What follows belongs to an exercise in optimizing a design on an open flow for small area and few clock cycles per item; a production flow would make more cautious choices.
Where RTL was checked, it was by simulation tests only, not by an equivalence proof against the original.
The clock input has no modelled driver; a real chip could not lean on it and would need a root buffer or a full tree.
Power is estimated from default activity; no workload was simulated.

Design aq_axils_sample, start of the top module:
module aq_axils_sample
(
  input         ARESETN,
  input         ACLK,
  input [31:0]  S_AXI_AWADDR,
  input [3:0]   S_AXI_AWCACHE,
  input [2:0]   S_AXI_AWPROT,
  input         S_AXI_AWVALID,
  output        S_AXI_AWREADY,
  input [31:0]  S_AXI_WDATA,
  input [3:0]   S_AXI_WSTRB,
  input         S_AXI_WVALID,
  output        S_AXI_WREADY,
  output        S_AXI_BVALID,
  input         S_AXI_BREADY,
  output [1:0]  S_AXI_BRESP,
  input [31:0]  S_AXI_ARADDR,
  input [3:0]   S_AXI_ARCACHE,
  input [2:0]   S_AXI_ARPROT,
  input         S_AXI_ARVALID,
  output        S_AXI_ARREADY,
  output [31:0] S_AXI_RDATA,
  output [1:0]  S_AXI_RRESP,
  output        S_AXI_RVALID,
  input         S_AXI_RREADY,
  output [31:0] LOCAL_REG0,
  output [31:0] LOCAL_REG1,
  output [31:0] LOCAL_REG2,
  output [31:0] LOCAL_REG3
);
clock: 5.0 ns
lec_check: 0
cap_margin: 20
core_margin: 2
core_utilization: 35
slew_margin: 20
standard.sh (not shown) runs the stock make flow with config.mk's settings and CLKGATE_MAP_FILE= SYNTH_SCRIPT=/design/flow/synth_recipe.tcl, a recipe that flattens the netlist after the stock synthesis.
==> flow/flow/run.sh <==
#!/bin/bash
# The standard layout, with the smallest buffer cell on the ports and a
# clock tree of a few mid-sized buffers without dummy loads.
set -euo pipefail
bash standard.sh "BUFFER_PORTS_ARGS=-buffer_cell sky130_fd_sc_hd__buf_1" \
  "CTS_ARGS=-sink_clustering_enable -repair_clock_nets -buf_list sky130_fd_sc_hd__clkbuf_8 -sink_clustering_size 35 -sink_clustering_max_diameter 150 -dont_use_dummy_load" \
  finish > standard_flow.log 2>&1
Rerun with:
==> flow/run.sh (new file) <==
#!/bin/bash
# synth_recipe.tcl (not shown) runs the flow's synth.tcl, then flattens the netlist and writes it again
# the make line also repeats each setting of config.mk as NAME=value (left out here)
make -C /OpenROAD-flow-scripts/flow DESIGN_CONFIG=/design/flow/config.mk WORK_HOME=/design/flow/orfs CLKGATE_MAP_FILE= SYNTH_SCRIPT=/design/flow/synth_recipe.tcl finish
removed: flow/flow/run.sh
removed: flow/standard.sh
Effect: Register-to-register slack improved by 100 ps; die area stays the same; setup slack got worse by 450 ps; via count increases by 1.4%.
No run of this note included a check of the RTL's function; only the layout flow was run.


aq_axils_sample, a different RTL version from the one above (not shown whole).
Size in the first run: ~130 flip-flops, ~290 I/O pins.
clock: 5.0 ns
lec_check: 0
cap_margin: 0
core_margin: 2
core_utilization: 70
slew_margin: 0
==> flow/flow/run.sh <==
#!/bin/bash
# The standard layout, with the smallest buffer cell on the ports and a
# hand-built clock tree (flow/clock_tree.tcl) in place of TritonCTS.
set -euo pipefail
bash standard.sh "BUFFER_PORTS_ARGS=-buffer_cell sky130_fd_sc_hd__buf_1" \
  "PRE_CTS_TCL=$PWD/flow/clock_tree.tcl" \
  finish > standard_flow.log 2>&1
==> flow/flow/clock_tree.tcl <==
# Build the clock tree by hand, in place of TritonCTS: the clock port drives
# a few leaf buffers, each driving the registers of one region of the core
# (the sinks split into n_split_x columns of equal count, each column into
# n_split_y parts of equal count).
set leaf_master sky130_fd_sc_hd__clkbuf_8
set n_split_x 2
set n_split_y 4
set root_master sky130_fd_sc_hd__clkbuf_4
set max_port_loads 4

set block [ord::get_db_block]
set db [ord::get_db]
set clk_net [$block findNet ACLK]
set master [$db findMaster $leaf_master]

set sinks {}
foreach it [$clk_net getITerms] {
  set inst [$it getInst]
  set box [$inst getBBox]
  set x [expr {([$box xMin] + [$box xMax]) / 2}]
  set y [expr {([$box yMin] + [$box yMax]) / 2}]
  lappend sinks [list $x $y $it]
}
puts "clock_tree: [llength $sinks] sinks on ACLK"

# split items, sorted on coordinate idx, into n parts of near equal size
proc split_parts {items idx n} {
  set s [lsort -integer -index $idx $items]
  set parts {}
  set len [llength $s]
  for {set i 0} {$i < $n} {incr i} {
    set a [expr {($i * $len) / $n}]
    set b [expr {(($i + 1) * $len) / $n - 1}]
    lappend parts [lrange $s $a $b]
  }
  return $parts
}

set groups {}
foreach col [split_parts $sinks 0 $n_split_x] {
  foreach q [split_parts $col 1 $n_split_y] { lappend groups $q }
}

set leaf_in $clk_net
if { [llength $groups] > $max_port_loads } {
  set rmaster [$db findMaster $root_master]
  set root [odb::dbInst_create $block $rmaster "clkbuf_root"]
  set leaf_in [odb::dbNet_create $block "clknet_root"]
  $leaf_in setSigType CLOCK
  [$root findITerm A] connect $clk_net
  [$root findITerm X] connect $leaf_in
  set sx 0; set sy 0
  foreach s $sinks { incr sx [lindex $s 0]; incr sy [lindex $s 1] }
  set cx [expr {$sx / [llength $sinks]}]
  set cy [expr {$sy / [llength $sinks]}]
  $root setLocation [expr {$cx - [$rmaster getWidth] / 2}] [expr {$cy - [$rmaster getHeight] / 2}]
  $root setPlacementStatus PLACED
  puts "clock_tree: root buffer at ([expr {$cx / 1000.0}], [expr {$cy / 1000.0}])"
}

set k 0
foreach g $groups {
  set sx 0; set sy 0
  foreach s $g { incr sx [lindex $s 0]; incr sy [lindex $s 1] }
  set n [llength $g]
  set cx [expr {$sx / $n}]
  set cy [expr {$sy / $n}]
  set buf [odb::dbInst_create $block $master "clkbuf_leaf_$k"]
  set net [odb::dbNet_create $block "clknet_leaf_$k"]
  $net setSigType CLOCK
  foreach s $g {
    set it [lindex $s 2]
    $it disconnect
    $it connect $net
  }
  [$buf findITerm A] connect $leaf_in
  [$buf findITerm X] connect $net
  $buf setLocation [expr {$cx - [$master getWidth] / 2}] [expr {$cy - [$master getHeight] / 2}]
  $buf setPlacementStatus PLACED
  puts "clock_tree: leaf $k drives $n sinks from ([expr {$cx / 1000.0}], [expr {$cy / 1000.0}])"
  incr k
}
$clk_net setSigType CLOCK

set_propagated_clock [all_clocks]

# The tree is built: TritonCTS is not run.
proc clock_tree_synthesis {args} {
  puts "clock_tree: hand-built tree in place, clock_tree_synthesis skipped"
}
Testbench counts at the start, summed over its fixed seeds: cycles 4,096, items 2,048.
Change:
--- a/flow/flow/clock_tree.tcl
+++ b/flow/flow/clock_tree.tcl
@@ -5 +5 @@
-set leaf_master sky130_fd_sc_hd__clkbuf_8
+set leaf_master sky130_fd_sc_hd__clkbuf_16
@@ -7,2 +7,2 @@
-set n_split_y 4
-set root_master sky130_fd_sc_hd__clkbuf_4
+set n_split_y 2
+set root_master sky130_fd_sc_hd__clkbuf_8
- GPL_TIMING_DRIVEN: unset -> 0
After rerunning:
- cell area came out higher by a few percent
- first-iteration DRC count came out lower by roughly a tenth
- wire length came out higher slightly
- die area stays the same
- worst setup slack degrades by 0.21 ns
- critical path depth came out higher by 2
- total power came out lower slightly
- utilization came out higher by 2.1 points
- area after synthesis is unchanged
- synthesized cell count stays the same
- fmax came out lower by a few percent
Change:
==> flow/flow/run.sh (replaced) <==
#!/bin/bash
# The standard layout, with the smallest buffer cell on the ports, a
# hand-built clock tree (flow/clock_tree.tcl) in place of TritonCTS, and
# cells sized down after it (flow/recover.tcl).
set -euo pipefail
bash standard.sh "BUFFER_PORTS_ARGS=-buffer_cell sky130_fd_sc_hd__buf_1" \
  "PRE_CTS_TCL=$PWD/flow/clock_tree.tcl" \
  "POST_CTS_TCL=$PWD/flow/recover.tcl" \
  finish > standard_flow.log 2>&1
--- a/flow/flow/clock_tree.tcl
+++ b/flow/flow/clock_tree.tcl
@@ -5 +5 @@
-set leaf_master sky130_fd_sc_hd__clkbuf_16
+set leaf_master sky130_fd_sc_hd__clkbuf_8
@@ -7,2 +7,2 @@
-set n_split_y 2
-set root_master sky130_fd_sc_hd__clkbuf_8
+set n_split_y 4
+set root_master sky130_fd_sc_hd__clkbuf_4
==> flow/flow/recover.tcl (new file) <==
# After the clock tree: the design has ample setup slack, so size cells down
# where timing allows, then repair any slew or capacitance this leaves.
repair_timing -recover_power 100
repair_design -slew_margin 10 -cap_margin 10
- GPL_TIMING_DRIVEN: 0 -> unset
This time the run never finished: it broke off in global routing (5_1_grt) on DRT-0073.
Synthesized area does not change.
Synthesized cell count is unchanged.
Change:
==> flow/flow/run.sh (replaced) <==
#!/bin/bash
# The standard layout, with the smallest buffer cell on the ports and a
# hand-built clock tree (flow/clock_tree.tcl) in place of TritonCTS.
set -euo pipefail
bash standard.sh "BUFFER_PORTS_ARGS=-buffer_cell sky130_fd_sc_hd__buf_1" \
  "PRE_CTS_TCL=$PWD/flow/clock_tree.tcl" \
  finish > standard_flow.log 2>&1
--- a/flow/flow/clock_tree.tcl
+++ b/flow/flow/clock_tree.tcl
@@ -8 +8 @@
-set root_master sky130_fd_sc_hd__clkbuf_4
+set root_master sky130_fd_sc_hd__clkbuf_8
removed: flow/flow/recover.tcl
After rerunning:
- The changed run ran to the end with no violations
- area after synthesis does not change
- synthesized cell count stays the same
Change:
--- a/flow/flow/clock_tree.tcl
+++ b/flow/flow/clock_tree.tcl
@@ -5 +5 @@
-set leaf_master sky130_fd_sc_hd__clkbuf_8
+set leaf_master sky130_fd_sc_hd__clkbuf_16
@@ -7 +7 @@
-set n_split_y 4
+set n_split_y 2
After rerunning: Die area does not change; synthesized cell count stays the same; clock power shrinks by 13%.
The clock cells of the first, second, fourth and fifth runs of this note come from the design's own scripts or RTL, not from TritonCTS.

what the ideal ports hide:
The results above use ideal ports. As a check the final layouts listed here were re-extracted and re-timed, cells and wires unchanged. Step 1, drivers: a clkbuf_16 drives ACLK and a buf_2 each remaining input, both assumed. Step 2, shift: input delay + t, output delay - t, t = (earliest + latest rising clock arrival at the registers) / 2. This alone moves slack from input paths to output paths. Slacks: ideal / step 1 / step 2; pairs: ideal / step 1.
run | t, ns | setup WS [ns] | worst setup path at the end | pins driven straight from the clock port
the first run of note 1 | 0.443 | 2.020 / 1.987 / 2.323 | input to register | 1
the second run of note 1 | 0.447 | 1.572 / 1.533 / 1.838 | input to output | 1
the first run of note 2 | 0.462 | 1.929 / 1.894 / 1.568 | input to register | 1
the second run of note 2 | 0.258 | 1.723 / 1.788 / 1.530 | input to register | 4
the fourth run of note 2 | 0.383 | 1.873 / 1.883 / 1.500 | input to register | 1
the fifth run of note 2 | 0.248 | 1.737 / 1.791 / 1.542 | input to register | 4
After both steps setup and hold are still met in every run listed. The setup slack of the fourth run of note 2, which loses most, moves by +0.010 ns with the drivers and by -0.373 ns with both steps.
